This is an optimization exercise on Yosys and OpenROAD, whose aim is small area and a short achievable clock period, not a production implementation.
Only simulation tests tie the RTL to the original design; equivalence was not proved.

## raven
// systolic_array_os
module systolic_array_os #(
    DATA_WIDTH = 16,
    ACC_WIDTH = 64
    )(
    input logic clk,
    input logic rstn,
    input logic acc_en,
    input logic signed [DATA_WIDTH-1:0] data_0_i,
    input logic signed [DATA_WIDTH-1:0] data_1_i,
    input logic signed [DATA_WIDTH-1:0] data_2_i,
    input logic signed [DATA_WIDTH-1:0] data_3_i,
    input logic signed [DATA_WIDTH-1:0] weight_0_i,
    input logic signed [DATA_WIDTH-1:0] weight_1_i,
    input logic signed [DATA_WIDTH-1:0] weight_2_i,
    input logic signed [DATA_WIDTH-1:0] weight_3_i,
    output logic signed [ACC_WIDTH-1:0] acc_res_pe0_o,
    output logic signed [ACC_WIDTH-1:0] acc_res_pe1_o,
    output logic signed [ACC_WIDTH-1:0] acc_res_pe2_o,
    output logic signed [ACC_WIDTH-1:0] acc_res_pe3_o,
    output logic signed [ACC_WIDTH-1:0] acc_res_pe4_o,
    output logic signed [ACC_WIDTH-1:0] acc_res_pe5_o,
    output logic signed [ACC_WIDTH-1:0] acc_res_pe6_o,
    output logic signed [ACC_WIDTH-1:0] acc_res_pe7_o,
    output logic signed [ACC_WIDTH-1:0] acc_res_pe8_o,
    output logic signed [ACC_WIDTH-1:0] acc_res_pe9_o,
    output logic signed [ACC_WIDTH-1:0] acc_res_pe10_o,
    output logic signed [ACC_WIDTH-1:0] acc_res_pe11_o,
    output logic signed [ACC_WIDTH-1:0] acc_res_pe12_o,
    output logic signed [ACC_WIDTH-1:0] acc_res_pe13_o,
    output logic signed [ACC_WIDTH-1:0] acc_res_pe14_o,
    output logic signed [ACC_WIDTH-1:0] acc_res_pe15_o
    );
Size: ~1,500 flip-flops, ~1,200 I/O pins.
==> flow/config.mk <==
export PLATFORM = sky130hd
export DESIGN_NAME = systolic_array_os
export DESIGN_NICKNAME = systolic_array_os
export VERILOG_FILES = /design/flow/design.v
export SDC_FILE = /design/flow/constraint.sdc
export NUM_CORES = 8
export LEC_CHECK = 0
export CAP_MARGIN = 20
export CORE_MARGIN = 2
export CORE_UTILIZATION = 40
export CTS_CLUSTER_DIAMETER = 120
export CTS_CLUSTER_SIZE = 24
export SETUP_SLACK_MARGIN = 4.5
export SLEW_MARGIN = 20
export TNS_END_PERCENT = 30
==> flow/constraint.sdc <==
create_clock -name core_clock -period 10.0 [get_ports {clk}]
set_input_delay 2.0000 -clock core_clock [delete_from_list [all_inputs] [get_ports {clk}]]
set_output_delay 2.0000 -clock core_clock [all_outputs]
set_load 0.01 [all_outputs]
standard.sh (not shown) runs the stock make flow with config.mk's settings and CLKGATE_MAP_FILE= SYNTH_SCRIPT=/design/flow/synth_recipe.tcl, a recipe that flattens the netlist after the stock synthesis.
==> flow/flow/run.sh <==
#!/bin/bash
# Layout flow: the standard flow (standard.sh) with these changes.
#  1. Synthesis maps the RTL's one-bit adder modules (fa_x, ha_x) straight
#     onto the library's full and half adder cells (fa_map.v), before Yosys's
#     "synth" runs, and skips the quick ABC pass inside "synth" (-noabc).
#     The compressor trees then come out exactly as the RTL writes them, and
#     extract_fa only looks for further full adders (-fa): the half adders
#     are all written out, and the ones it would find are parts of other
#     logic that it could only build with inverters around them.
#  3. Every input and output port still gets its own buffer, but a plain
#     buffer cell (BUF_CELL) rather than the delay buffer buffer_ports picks
#     by itself; timing repair resizes them as needed.
# Each tool's output goes to synth.log and layout.log here (and ORFS's own
# logs under orfs/logs).
set -euo pipefail
BUF_CELL=sky130_fd_sc_hd__buf_1
HERE=$PWD
cp flow/abc.script abc.script
cp flow/fa_map.v fa_map.v
{
  echo 'proc synth {args} {'
  echo '  if {[lsearch -exact $args ":fine"] >= 0 && ![info exists ::adders_mapped]} {'
  echo '    set ::adders_mapped 1'
  echo "    yosys techmap -map $HERE/fa_map.v"
  echo '  }'
  echo '  yosys synth -nofsm -noshare -noabc {*}$args'
  echo '}'
  echo 'proc extract_fa {args} { yosys extract_fa -fa {*}$args }'
  echo 'proc abc {args} {'
  echo '  set i [lsearch -exact $args -script]'
  echo "  if {\$i >= 0} { set args [lreplace \$args \$i [expr {\$i+1}] -script $HERE/abc.script] }"
  echo '  yosys abc {*}$args'
  echo '}'
  tail -n +2 synth_recipe.tcl
} > my_synth.tcl
head -1 synth_recipe.tcl | grep -q 'proc synth'
sed "s#SYNTH_SCRIPT=[^ ]*#SYNTH_SCRIPT=$HERE/my_synth.tcl#" standard.sh > my_standard.sh
grep -q 'my_synth.tcl' my_standard.sh
bash my_standard.sh synth > synth.log 2>&1
export BUFFER_PORTS_ARGS="-buffer_cell $BUF_CELL"
bash standard.sh > layout.log 2>&1
==> flow/flow/abc.script <==
strash
dch
map -D 1200
topo
stime -c
buffer -c
upsize -c
dnsize -c
==> flow/flow/fa_map.v <==
// Maps the RTL's one-bit adders (fa_x, ha_x) onto the library's adder cells.
module fa_x (input a, input b, input c, output s, output co);
  sky130_fd_sc_hd__fa_1 _TECHMAP_REPLACE_ (.A(a), .B(b), .CIN(c), .SUM(s), .COUT(co));
endmodule

module ha_x (input a, input b, output s, output co);
  sky130_fd_sc_hd__ha_1 _TECHMAP_REPLACE_ (.A(a), .B(b), .SUM(s), .COUT(co));
endmodule
raven: PASS, flow complete, no timing, DRC or antenna violations
Changes in violet relative to raven:
# raven
export LEC_CHECK = 0
export CAP_MARGIN = 20
export CORE_MARGIN = 2
export CORE_UTILIZATION = 40
export CTS_CLUSTER_DIAMETER = 120
export CTS_CLUSTER_SIZE = 24
export SETUP_SLACK_MARGIN = 4.5
export SLEW_MARGIN = 20
export TNS_END_PERCENT = 30
create_clock -name core_clock -period 10.0 [get_ports {clk}]
# violet
export LEC_CHECK = 0
export CAP_MARGIN = 20
export CORE_MARGIN = 2
export CORE_UTILIZATION = 30
export CTS_CLUSTER_DIAMETER = 120
export CTS_CLUSTER_SIZE = 24
export SETUP_SLACK_MARGIN = 4.5
export SLEW_MARGIN = 20
create_clock -name core_clock -period 10.0 [get_ports {clk}]
## What came out
Cmp violet vs raven: sequential share of layout area lower in violet. violet vs raven: wire length of the first global-routing pass up in violet. Reported for violet and raven, cts-stage hold buffer count turned out identical to the last digit. Compared violet vs raven, and actual slew at the worst max-slew pin is down in violet.
Input changes introduced in lagoon (baseline for comparison: violet):
# violet
export LEC_CHECK = 0
export CAP_MARGIN = 20
export CORE_MARGIN = 2
export CORE_UTILIZATION = 30
export CTS_CLUSTER_DIAMETER = 120
export CTS_CLUSTER_SIZE = 24
export SETUP_SLACK_MARGIN = 4.5
export SLEW_MARGIN = 20
create_clock -name core_clock -period 10.0 [get_ports {clk}]
# lagoon
export LEC_CHECK = 0
export CAP_MARGIN = 20
export CORE_MARGIN = 2
export CORE_UTILIZATION = 40
export CTS_CLUSTER_DIAMETER = 120
export CTS_CLUSTER_SIZE = 24
export SETUP_SLACK_MARGIN = 4.7
export SLEW_MARGIN = 20
export TNS_END_PERCENT = 10
create_clock -name core_clock -period 10.0 [get_ports {clk}]
==> results.txt <==
Compared with violet, lagoon shows worst setup slack after layout higher by 0.12 ns. For HPWL after detailed placement, dividing the value from violet by the value from lagoon gives 1.07. [compare] base=violet new=lagoon: maximum frequency rose about 2.2%, post-CTS setup buffer count rose by 21%. violet → lagoon: share of final-layout standard cells stronger than drive strength 1 rose by 2.2 points, number of levels in the clock H-tree flat.
What tundra does differently from lagoon at the input level:
# lagoon
export LEC_CHECK = 0
export CAP_MARGIN = 20
export CORE_MARGIN = 2
export CORE_UTILIZATION = 40
export CTS_CLUSTER_DIAMETER = 120
export CTS_CLUSTER_SIZE = 24
export SETUP_SLACK_MARGIN = 4.7
export SLEW_MARGIN = 20
export TNS_END_PERCENT = 10
create_clock -name core_clock -period 10.0 [get_ports {clk}]
# tundra
export LEC_CHECK = 0
export CAP_MARGIN = 20
export CORE_MARGIN = 2
export CORE_UTILIZATION = 40
export CTS_CLUSTER_DIAMETER = 120
export CTS_CLUSTER_SIZE = 24
export SETUP_SLACK_MARGIN = 4.5
export SLEW_MARGIN = 20
create_clock -name core_clock -period 10.0 [get_ports {clk}]
==> flow/flow/abc.script <==
strash
dch
map -D 1000
topo
stime -c
buffer -c
upsize -c
dnsize -c
==> comparison <==
- Compared with lagoon, in tundra cell count went up by 4.4%; count of cell types in the netlist moved down; clock-buffer cell count lost about 8%; die area now sits higher.
- Per the comparison of tundra with lagoon, horizontal extent of the die saw an increase, stage delay of the slowest cell on the critical path moved up, critical path depth shrank by 5, number of input and output port buffers inserted ~0 delta.
Inputs modified between tundra and indigo:
# tundra
export LEC_CHECK = 0
export CAP_MARGIN = 20
export CORE_MARGIN = 2
export CORE_UTILIZATION = 40
export CTS_CLUSTER_DIAMETER = 120
export CTS_CLUSTER_SIZE = 24
export SETUP_SLACK_MARGIN = 4.5
export SLEW_MARGIN = 20
create_clock -name core_clock -period 10.0 [get_ports {clk}]
# indigo
export LEC_CHECK = 0
export CAP_MARGIN = 20
export CORE_MARGIN = 2
export CORE_UTILIZATION = 40
export CTS_CLUSTER_DIAMETER = 100
export CTS_CLUSTER_SIZE = 30
export SETUP_SLACK_MARGIN = 4.5
export SLEW_MARGIN = 20
create_clock -name core_clock -period 10.0 [get_ports {clk}]
==> flow/flow/abc.script <==
strash
dch
map -D 1200
topo
stime -c
buffer -c
upsize -c
dnsize -c
tundra -> indigo: number of cells upsized or downsized after cts increased by more than a quarter
Delta (indigo minus tundra): placeable core region fell by 2.5%, number of tap cells inserted fell by 190.
Maximum frequency went down slightly going from tundra to indigo.
tundra vs indigo, critical path endpoint: u_mac_2.p_r[18] vs u_mac_10.acc_r[37]
Relative to indigo, the following input files were edited for zinc:
# indigo
export LEC_CHECK = 0
export CAP_MARGIN = 20
export CORE_MARGIN = 2
export CORE_UTILIZATION = 40
export CTS_CLUSTER_DIAMETER = 100
export CTS_CLUSTER_SIZE = 30
export SETUP_SLACK_MARGIN = 4.5
export SLEW_MARGIN = 20
create_clock -name core_clock -period 10.0 [get_ports {clk}]
# zinc
export LEC_CHECK = 0
export CAP_MARGIN = 20
export CORE_MARGIN = 2
export CORE_UTILIZATION = 55
export CTS_CLUSTER_DIAMETER = 120
export CTS_CLUSTER_SIZE = 24
export SETUP_SLACK_MARGIN = 4.5
export SLEW_MARGIN = 20
create_clock -name core_clock -period 10.0 [get_ports {clk}]
==> comparison <==
Capture point of the worst path: u_mac_10.acc_r[37] -> indigo, u_mac_11.acc_r[43] -> zinc. Diff indigo -> zinc: delay of the slowest cell on the worst path went down by 0.03 ns; pin slew with the least headroom to its limit went down by 0.051 ns; area overhead of the layout relative to synthesis went down 2.9 points; worst setup slack after placement increased by 0.0082 ns relative to the old numbers.

-- afterwards: timing with drivers on the ports --
Ports are ideal in the flow. The routed layouts listed here were re-timed in OpenROAD. Step 1 assumes that a clkbuf_16 drives the clock port and a buf_2 every other input. Step 2 times the ports against the registers' clock, not the clock port: input delays grow and output delays shrink by t, the midpoint of the rising clock arrivals with the driver on. Three values: no drivers, after step 1, after step 2; two values: the first two.
run | shift t [ns] | setup slack, ns | hold WS [ns] | clock arrival spread, ns | slew at the worst register clock pin (ns)
raven | 1.009 | 4.467 / 4.397 / 3.518 | 0.500 / 0.500 / 0.500 | 0.096 / 0.096 | 0.11 / 0.11
violet | 1.050 | 4.358 / 4.358 / 3.562 | 0.497 / 0.497 / 0.497 | 0.089 / 0.088 | 0.12 / 0.12
lagoon | 1.035 | 4.477 / 4.470 / 3.498 | 0.501 / 0.501 / 0.501 | 0.104 / 0.103 | 0.11 / 0.11
tundra | 1.008 | 4.551 / 4.480 / 3.541 | 0.497 / 0.497 / 0.497 | 0.085 / 0.085 | 0.11 / 0.11
indigo | 1.040 | 4.492 / 4.458 / 3.619 | 0.498 / 0.498 / 0.498 | 0.109 / 0.109 | 0.12 / 0.12
zinc | 1.008 | 4.547 / 4.460 / 3.638 | 0.471 / 0.471 / 0.471 | 0.081 / 0.081 | 0.11 / 0.11
After both steps setup and hold are still met in every run listed. The setup slack of tundra, which loses most, moves by -0.071 ns with the drivers and by -1.010 ns with both steps.
